Source: an optimization exercise on an open RTL-to-GDS flow (aim: small area, a short achievable clock period and few clock cycles). Production flows keep margins and buffers that such runs may drop. At most, simulation tests tie the RTL to the original design; equivalence was not proved. Power is estimated from default activity; no workload was simulated.

== old ==
==> module process, before the edit <==
module process(
	input clk,
	input rst,
	input [23:0] in_pix,
	output reg [5:0] row, col,
	output reg out_we,
	output reg [23:0] out_pix,
	output reg mirror_done,
	output reg gray_done,
	output reg filter_done);
localparam PM = 2'd0, PG = 2'd1, PF = 2'd2;
reg [1:0]  phase, nphase;
reg [1:0]  sub, nsub;
reg [12:0] cnt, ncnt;
wire [6:0]  s = cnt[12:6];
wire [5:0]  i = cnt[5:0];
wire [12:0] cinc = cnt + 13'd1;
wire        last11 = (cnt[10:0] == 11'd2047);
wire        dirA  = cnt[6] ^ cnt[12];
wire [5:0]  a_row = cnt[11:6] ^ {6{cnt[12]}};
wire [5:0]  a_col = cnt[5:0] ^ {6{dirA}};
wire [13:0] wpx   = {1'b0, cnt} - 14'd66;
wire [5:0]  w_row = wpx[11:6];
wire [5:0]  w_col = wpx[5:0] ^ {6{~wpx[6]}};
wire        w_ok  = (wpx[13:12] == 2'b00);
reg [5:0] nrow, ncol;
reg nwe, nmd, ngd, nfd;
reg f_i0, f_s0, f_ra;
reg nf_i0, nf_s0, nf_ra;
reg f_byp, nf_byp;
always @(*) begin
	nphase = phase; nsub = sub; ncnt = cnt;
	nrow = a_row; ncol = a_col;
	nwe = 1'b0; nmd = 1'b0; ngd = 1'b0; nfd = 1'b0;
	nf_i0 = f_i0; nf_s0 = f_s0; nf_ra = f_ra; nf_byp = 1'b0;
	case (phase)
	PM: begin
		nrow = {sub == 2'd0, cnt[10:6] ^ {5{sub == 2'd0}}};
		ncol = cnt[5:0];
		nwe = (sub != 2'd2);
		nsub = (sub == 2'd2) ? 2'd0 : sub + 2'd1;
		if (sub == 2'd1) begin nmd = last11; ncnt = cinc; end
		if (sub == 2'd2 && cnt[11]) begin nphase = PG; ncnt = 13'd0; end
	end
	PG: begin
		nrow = cnt[10:5];
		ncol = {cnt[4:0], ~sub[0]};
		nwe = sub[0] ^ sub[1];
		nsub = sub + 2'd1;
		if (sub == 2'd2) begin ngd = last11; ncnt = cinc; end
		if (sub == 2'd3 && cnt[11]) begin
			nphase = PF; ncnt = 13'd0;
			nf_i0 = 1'b1; nf_s0 = 1'b1; nf_ra = 1'b1;
		end
	end
	default: begin
		case (sub)
		2'd0: begin
			nsub = 2'd1; ncnt = cinc; nf_byp = f_i0;
			nrow = w_row; ncol = w_col; nwe = w_ok;
			nfd = (cnt == 13'd4161);
		end
		2'd1: begin
			if (cnt == 13'd4162) begin
				nphase = PM; nsub = 2'd0; ncnt = 13'd0; nrow = 6'd0; ncol = 6'd0;
			end else if (i == 6'd2 && s != 7'd0 && !(cnt[12] && cnt[11:6] != 6'd0)) begin
				nsub = 2'd2; ncol = {6{dirA}};
			end else begin
				nsub = 2'd0;
				nwe = ~cnt[12] | (cnt == 13'd4096);
				nf_i0 = (i == 6'd0); nf_s0 = (cnt <= 13'd64); nf_ra = ~cnt[12];
			end
		end
		default: begin
			nsub = 2'd0;
			nwe = ~cnt[12];
			nf_i0 = 1'b0; nf_s0 = 1'b0; nf_ra = ~cnt[12];
		end
		endcase
	end
	endcase
end
always @(posedge clk) begin
	if (rst) begin
		phase <= PM; sub <= 2'd0; cnt <= 13'd0;
		f_i0 <= 1'b1; f_s0 <= 1'b1; f_ra <= 1'b1; f_byp <= 1'b0;
		row <= 6'd0; col <= 6'd0; out_we <= 1'b0;
		mirror_done <= 1'b0; gray_done <= 1'b0; filter_done <= 1'b0;
	end else begin
		phase <= nphase; sub <= nsub; cnt <= ncnt;
		f_i0 <= nf_i0; f_s0 <= nf_s0; f_ra <= nf_ra; f_byp <= nf_byp;
		row <= nrow; col <= ncol; out_we <= nwe;
		mirror_done <= nmd; gray_done <= ngd; filter_done <= nfd;
	end
end
reg [23:0] P;
reg [7:0]  G0, G1;
reg [8:0]  E;
reg signed [12:0] K, J;
reg mxr, mxg, mxb, mnr, mng, mnb;
wire [7:0] pr = P[23:16], pg = P[15:8], pb = P[7:0];
wire [7:0] pmax = ({8{mxr}} & pr) | ({8{mxg}} & pg) | ({8{mxb}} & pb);
wire [7:0] pmin = ({8{mnr}} & pr) | ({8{mng}} & pg) | ({8{mnb}} & pb);
wire [8:0] gsum = {1'b0, pmax} + {1'b0, pmin};
wire irg = in_pix[23:16] > in_pix[15:8];
wire irb = in_pix[23:16] > in_pix[7:0];
wire igb = in_pix[15:8] > in_pix[7:0];
wire signed [12:0] pT = P[22:10];
wire [9:0] pH = P[9:0];
wire first = f_i0;
wire signed [12:0] Dn = J - $signed({3'b0, out_pix[9:0]});
wire [7:0] Dcl = Dn[12] ? 8'd0 : (|Dn[11:8]) ? 8'd255 : Dn[7:0];
wire [9:0] Hs = {1'b0, E} + {2'b0, G0};
wire signed [12:0] Ts = K - $signed({5'b0, G0});
wire [9:0] Hn = first ? {1'b0, E} : Hs;
wire signed [12:0] Tn = first ? K : Ts;
wire fA = (phase == PF) && (sub == 2'd0);
wire fB = (phase == PF) && (sub == 2'd1);
always @(posedge clk) begin
	P <= f_byp ? {1'b0, Tn, Hn} : in_pix;
	mxr <= irg & irb;
	mxg <= ~(irg & irb) & igb;
	mxb <= ~(irg & irb) & ~igb;
	mnb <= irb & igb;
	mng <= ~(irb & igb) & irg;
	mnr <= ~(irb & igb) & ~irg;
	E <= {1'b0, G0} + {1'b0, G1};
	K <= fA ? K - $signed({3'b0, f_s0 ? 10'd0 : pH})
	        : $signed({2'b0, G0, 3'b000}) + $signed({5'b0, G0}) - $signed({5'b0, G1});
end
always @(posedge clk) begin
	case (phase)
	PM: out_pix <= in_pix;
	PG: out_pix <= {8'd0, gsum[8:1], 8'd0};
	default: begin
		case (sub)
		2'd0: begin
			out_pix <= {8'd0, Dcl, 8'd0};
			J <= pT;
			G1 <= first ? 8'd0 : G0;
			G0 <= f_ra ? in_pix[15:8] : 8'd0;
		end
		2'd1: out_pix <= {1'b0, Tn, Hn};
		default: ;
		endcase
	end
	endcase
end
endmodule
export LEC_CHECK = 0
export CAP_MARGIN = 20
export CORE_MARGIN = 2
export CORE_UTILIZATION = 45
export PLACE_DENSITY = 0.6
export SETUP_SLACK_MARGIN = 4.1
export SLEW_MARGIN = 20
create_clock -name core_clock -period 7.0 [get_ports {clk}]
standard.sh (not shown) runs the stock make flow with config.mk's settings and CLKGATE_MAP_FILE= SYNTH_SCRIPT=/design/flow/synth_recipe.tcl, a recipe that flattens the netlist after the stock synthesis.
==> flow/flow/run.sh <==
#!/bin/bash
# The standard layout (the standard.sh, standard synthesis unchanged),
# except that the port buffers are sky130_fd_sc_hd__buf_2 cells.
# make's full output goes to make.log in the work folder; ORFS keeps each
# step's own log under orfs/logs.
set -euo pipefail
bash standard.sh "BUFFER_PORTS_ARGS=-buffer_cell sky130_fd_sc_hd__buf_2" finish > make.log 2>&1
Testbench counts of old, summed over its fixed seeds: cycles 363,584.
The following lists how new was set up differently from old:
-- flow/design.v --
<<< old, line 116
wire [9:0] Hn = first ? {1'b0, E} : Hs;
wire signed [12:0] Tn = first ? K : Ts;
wire fA = (phase == PF) && (sub == 2'd0);
wire fB = (phase == PF) && (sub == 2'd1);
always @(posedge clk) begin
	P <= f_byp ? {1'b0, Tn, Hn} : in_pix;
>>> new, line 116
wire [9:0] Hn = first ? {1'b0, E} : Hs;
wire signed [12:0] Tn = first ? K : Ts;
always @(posedge clk) begin
	P <= f_byp ? {1'b0, Tn, Hn} : in_pix;
<<< old, line 127
	mnr <= ~(irb & igb) & ~irg;
	E <= {1'b0, G0} + {1'b0, G1};
	K <= fA ? K - $signed({3'b0, f_s0 ? 10'd0 : pH})
	        : $signed({2'b0, G0, 3'b000}) + $signed({5'b0, G0}) - $signed({5'b0, G1});
end
always @(posedge clk) begin
>>> new, line 125
	mnr <= ~(irb & igb) & ~irg;
	E <= {1'b0, G0} + {1'b0, G1};
	K <= $signed({2'b0, G0, 3'b000}) + $signed({5'b0, G0}) - $signed({5'b0, G1})
	     - $signed({3'b0, f_s0 ? 10'd0 : pH});
end
always @(posedge clk) begin
### Flow results
new vs. old: first-pass iteration count of the detailed router saw an increase, sequential element share of the synthesized area rose by 1.3 points, adder-cell share of the synthesized area higher, initial antenna violation count level.
Cell area went down slightly going from old to new.
From old to new the numbers moved as follows: maximum number of pins on one net before global-route repair lower, synthesized area per cell went up by 3.7%, static power due to leakage neither gained nor lost much, total power grew by 0.023 mW.
new against old; combinational power is up by more than 10%.
Library cell contributing the largest single delay on the critical path: sky130_fd_sc_hd__or4_1 -> old, sky130_fd_sc_hd__fa_1 -> new
old -> new: floorplan die area decreased by a few percent
Wire length is higher on old
In the flow results for old and new, the total of cells resized after clock tree synthesis is smaller on old.
Compared with old, new degrades worst setup slack before clock tree synthesis.
Only the layout flow was run in new; the RTL was not checked for function there.

* * *

Another version of the RTL of process (not shown whole).
For scale: roughly 140 flip-flops, about 66 I/O pins, roughly 12000 sq um of cells after synthesis.
==> module process, before the edit <==
module process(
	input clk,
	input rst,
	input [23:0] in_pix,
	output reg [5:0] row, col,
	output reg out_we,
	output reg [23:0] out_pix,
	output reg mirror_done,
	output reg gray_done,
	output reg filter_done);
localparam PM = 2'd0, PG = 2'd1, PF = 2'd2;
reg [1:0]  phase, nphase;
reg [1:0]  sub, nsub;
reg [12:0] cnt, ncnt;
wire [6:0]  s = cnt[12:6];
wire [5:0]  i = cnt[5:0];
wire [12:0] cinc = cnt + 13'd1;
wire [6:0]  s1 = cinc[12:6];
wire [5:0]  i1 = cinc[5:0];
wire [12:0] wpos = cnt - 13'd66;
wire        last11 = (cnt[10:0] == 11'd2047);
reg [5:0] nrow, ncol;
reg nwe, nmd, ngd, nfd;
reg f_i0, f_i1, f_s0, f_ra;
always @(*) begin
	nphase = phase; nsub = sub; ncnt = cnt;
	nrow = row; ncol = col;
	nwe = 1'b0; nmd = 1'b0; ngd = 1'b0; nfd = 1'b0;
	case (phase)
	PM: begin
		case (sub)
		2'd0: begin
			nsub = 2'd1; nrow = ~{1'b0, cnt[10:6]}; ncol = cnt[5:0]; nwe = 1'b1;
		end
		2'd1: begin
			nsub = 2'd2; nrow = {1'b0, cnt[10:6]}; ncol = cnt[5:0]; nwe = 1'b1;
			nmd = last11;
		end
		default: begin
			nsub = 2'd0;
			if (last11) begin
				nphase = PG; ncnt = 13'd0; nrow = 6'd0; ncol = 6'd0;
			end else begin
				ncnt = cinc; nrow = {1'b0, cinc[10:6]}; ncol = cinc[5:0];
			end
		end
		endcase
	end
	PG: begin
		nsub = sub + 2'd1;
		case (sub)
		2'd0: begin nrow = cnt[10:5]; ncol = {cnt[4:0], 1'b1}; end
		2'd1: begin ncol = {cnt[4:0], 1'b0}; nwe = 1'b1; end
		2'd2: begin ncol = {cnt[4:0], 1'b1}; nwe = 1'b1; ngd = last11; end
		default: begin
			if (last11) begin
				nphase = PF; ncnt = 13'd0; nrow = 6'd0; ncol = 6'd0; nwe = 1'b1;
			end else begin
				ncnt = cinc; nrow = cinc[10:5]; ncol = {cinc[4:0], 1'b0};
			end
		end
		endcase
	end
	default: begin
		case (sub)
		2'd0: begin
			nsub = 2'd1;
			nrow = wpos[11:6];
			ncol = wpos[6] ? wpos[5:0] : ~wpos[5:0];
			nwe = (cnt >= 13'd66) && (cnt <= 13'd4161);
			nfd = (cnt == 13'd4161);
		end
		2'd1: begin
			if (cnt == 13'd4161) begin
				nphase = PM; nsub = 2'd0; ncnt = 13'd0; nrow = 6'd0; ncol = 6'd0;
			end else if (i == 6'd1 && s != 7'd0 && s <= 7'd64) begin
				nsub = 2'd2;
				if (s == 7'd64) begin nrow = 6'd63; ncol = 6'd63; end
				else begin nrow = s[5:0]; ncol = {6{s[0]}}; end
			end else begin
				nsub = 2'd0; ncnt = cinc;
				if (s1 <= 7'd63) begin
					nrow = s1[5:0]; ncol = s1[0] ? ~i1 : i1; nwe = 1'b1;
				end else if (s1 == 7'd64 && i1 == 6'd0) begin
					nrow = 6'd63; ncol = 6'd63; nwe = 1'b1;
				end
			end
		end
		default: begin
			nsub = 2'd0; ncnt = cinc;
			nrow = s[5:0]; ncol = s[0] ? 6'd61 : 6'd2;
			nwe = (s <= 7'd63);
		end
		endcase
	end
	endcase
end
always @(posedge clk) begin
	if (rst) begin
		phase <= PM; sub <= 2'd0; cnt <= 13'd0;
		f_i0 <= 1'b1; f_i1 <= 1'b0; f_s0 <= 1'b1; f_ra <= 1'b1;
		row <= 6'd0; col <= 6'd0; out_we <= 1'b0;
		mirror_done <= 1'b0; gray_done <= 1'b0; filter_done <= 1'b0;
	end else begin
		phase <= nphase; sub <= nsub; cnt <= ncnt;
		f_i0 <= (ncnt[5:0] == 6'd0); f_i1 <= (ncnt[5:0] == 6'd1);
		f_s0 <= (ncnt[12:6] == 7'd0); f_ra <= ~ncnt[12];
		row <= nrow; col <= ncol; out_we <= nwe;
		mirror_done <= nmd; gray_done <= ngd; filter_done <= nfd;
	end
end
reg [23:0] P;
reg [7:0]  G0, G1;
reg [8:0]  E;
reg signed [12:0] K, J;
wire [7:0] ir = in_pix[23:16], ig = in_pix[15:8], ib = in_pix[7:0];
wire rg = ir > ig, rb = ir > ib, gb = ig > ib;
wire [7:0] imax = rg ? (rb ? ir : ib) : (gb ? ig : ib);
wire [7:0] imin = rg ? (gb ? ib : ig) : (rb ? ib : ir);
wire [8:0] gsum = {1'b0, P[15:8]} + {1'b0, P[7:0]};
wire signed [12:0] pT = P[22:10];
wire [9:0] pH = P[9:0];
wire first = f_i0;
wire [7:0] g0a = f_i1 ? 8'd0 : G0;
wire signed [12:0] Dn = J - $signed({5'b0, g0a});
wire [7:0] Dcl = Dn[12] ? 8'd0 : (|Dn[11:8]) ? 8'd255 : Dn[7:0];
wire [7:0] g0b = first ? 8'd0 : G0;
wire [7:0] g1b = first ? 8'd0 : G1;
wire [9:0] Hn = {1'b0, E} + {2'b0, g0b};
wire signed [12:0] Tn = K - $signed({5'b0, g0b});
always @(posedge clk) begin
	case (phase)
	PM: begin
		out_pix <= in_pix;
	end
	PG: begin
		P <= {8'd0, imax, imin};
		out_pix <= {8'd0, gsum[8:1], 8'd0};
	end
	default: begin
		case (sub)
		2'd0: begin
			out_pix <= {8'd0, Dcl, 8'd0};
			K <= K - $signed({3'b0, pH});
			J <= pT - $signed({4'b0, E});
			G1 <= G0;
			G0 <= f_ra ? in_pix[15:8] : 8'd0;
		end
		2'd1: begin
			out_pix <= {1'b0, Tn, Hn};
			E <= {1'b0, G0} + {1'b0, g1b};
			K <= $signed({2'b0, G0, 3'b000}) + $signed({5'b0, G0}) - $signed({5'b0, g1b});
			P <= f_s0 ? 24'd0 : first ? {1'b0, Tn, Hn} : in_pix;
		end
		default: P <= in_pix;
		endcase
	end
	endcase
end
endmodule
make LEC_CHECK=0 CAP_MARGIN=20 CORE_MARGIN=2 CORE_UTILIZATION=45 PLACE_DENSITY=0.6 SLEW_MARGIN=20 finish   # period 7.0 ns
run.sh (not shown) runs the stock make flow with config.mk's settings and CLKGATE_MAP_FILE= SYNTH_SCRIPT=/design/flow/synth_recipe.tcl, a recipe that flattens the netlist after the stock synthesis.
Stock flow here: none of the scripts above is used.
The baseline finished clean.
Edit:
--- a/flow/design.v
+++ b/flow/design.v
@@ -114,19 +114,17 @@
 reg [7:0]  G0, G1;
 reg [8:0]  E;
 reg signed [12:0] K, J;
-wire [7:0] ir = in_pix[23:16], ig = in_pix[15:8], ib = in_pix[7:0];
-wire rg = ir > ig, rb = ir > ib, gb = ig > ib;
-wire [7:0] imax = rg ? (rb ? ir : ib) : (gb ? ig : ib);
-wire [7:0] imin = rg ? (gb ? ib : ig) : (rb ? ib : ir);
-wire [8:0] gsum = {1'b0, P[15:8]} + {1'b0, P[7:0]};
+reg rg, rb, gb;
+wire [7:0] pr = P[23:16], pg = P[15:8], pb = P[7:0];
+wire [7:0] pmax = rg ? (rb ? pr : pb) : (gb ? pg : pb);
+wire [7:0] pmin = rg ? (gb ? pb : pg) : (rb ? pb : pr);
+wire [8:0] gsum = {1'b0, pmax} + {1'b0, pmin};
 wire signed [12:0] pT = P[22:10];
 wire [9:0] pH = P[9:0];
 wire first = f_i0;
-wire [7:0] g0a = f_i1 ? 8'd0 : G0;
-wire signed [12:0] Dn = J - $signed({5'b0, g0a});
+wire signed [12:0] Dn = J - $signed({3'b0, out_pix[9:0]});
 wire [7:0] Dcl = Dn[12] ? 8'd0 : (|Dn[11:8]) ? 8'd255 : Dn[7:0];
 wire [7:0] g0b = first ? 8'd0 : G0;
-wire [7:0] g1b = first ? 8'd0 : G1;
 wire [9:0] Hn = {1'b0, E} + {2'b0, g0b};
 wire signed [12:0] Tn = K - $signed({5'b0, g0b});
 always @(posedge clk) begin
@@ -135,7 +133,10 @@
 		out_pix <= in_pix;
 	end
 	PG: begin
-		P <= {8'd0, imax, imin};
+		P <= in_pix;
+		rg <= in_pix[23:16] > in_pix[15:8];
+		rb <= in_pix[23:16] > in_pix[7:0];
+		gb <= in_pix[15:8] > in_pix[7:0];
 		out_pix <= {8'd0, gsum[8:1], 8'd0};
 	end
 	default: begin
@@ -143,14 +144,14 @@
 		2'd0: begin
 			out_pix <= {8'd0, Dcl, 8'd0};
 			K <= K - $signed({3'b0, pH});
-			J <= pT - $signed({4'b0, E});
-			G1 <= G0;
+			J <= pT;
+			G1 <= first ? 8'd0 : G0;
 			G0 <= f_ra ? in_pix[15:8] : 8'd0;
 		end
 		2'd1: begin
 			out_pix <= {1'b0, Tn, Hn};
-			E <= {1'b0, G0} + {1'b0, g1b};
-			K <= $signed({2'b0, G0, 3'b000}) + $signed({5'b0, G0}) - $signed({5'b0, g1b});
+			E <= {1'b0, G0} + {1'b0, G1};
+			K <= $signed({2'b0, G0, 3'b000}) + $signed({5'b0, G0}) - $signed({5'b0, G1});
 			P <= f_s0 ? 24'd0 : first ? {1'b0, Tn, Hn} : in_pix;
 		end
 		default: P <= in_pix;
After rerunning: Synthesized area came out higher by about 0.37%; worst setup slack is better by 0.26 ns; hold slack is worse by 0.0078 ns; non-clock buffer count came out higher by 4; cell count came out lower by about 1%; clock-buffer cell count came out higher by 1; synthesized cell count came out lower by about 0.9%; utilization stays flat; via count is about the same.
Function was not checked in any run of this note: the RTL went through the layout flow alone.

port drivers added, routing unchanged:
The flow's constraints put no driver on any port. The routed layouts listed below were extracted and timed again, unchanged, in two steps.
Step 1 sets driving cells, clkbuf_16 on the clock port and buf_2 on the other inputs (assumed; they add their load-dependent delay and slew).
Step 2 moves the port delays by t, midway between the first and last clock arrival at a register: inputs arrive t later, outputs are due t later. That takes back most of the time a late clock gives input paths.
a / b / c = ideal / step 1 / step 2; a / b = the first two.
run | t, ns | slack for setup (ns) | worst slew at a driven data input, ns
old | 0.473 | 4.007 / 4.007 / 3.801 | 0.04
new | 0.461 | 3.917 / 3.917 / 3.917 | 0.05
the first run of note 2 | 0.476 | 2.815 / 2.824 / 2.348 | 0.05
the second run of note 2 | 0.483 | 3.079 / 3.079 / 3.079 | 0.04
After both steps every run listed still meets setup and hold. The setup slack of the first run of note 2, which loses most, moves by +0.009 ns with the drivers and by -0.467 ns with both steps.
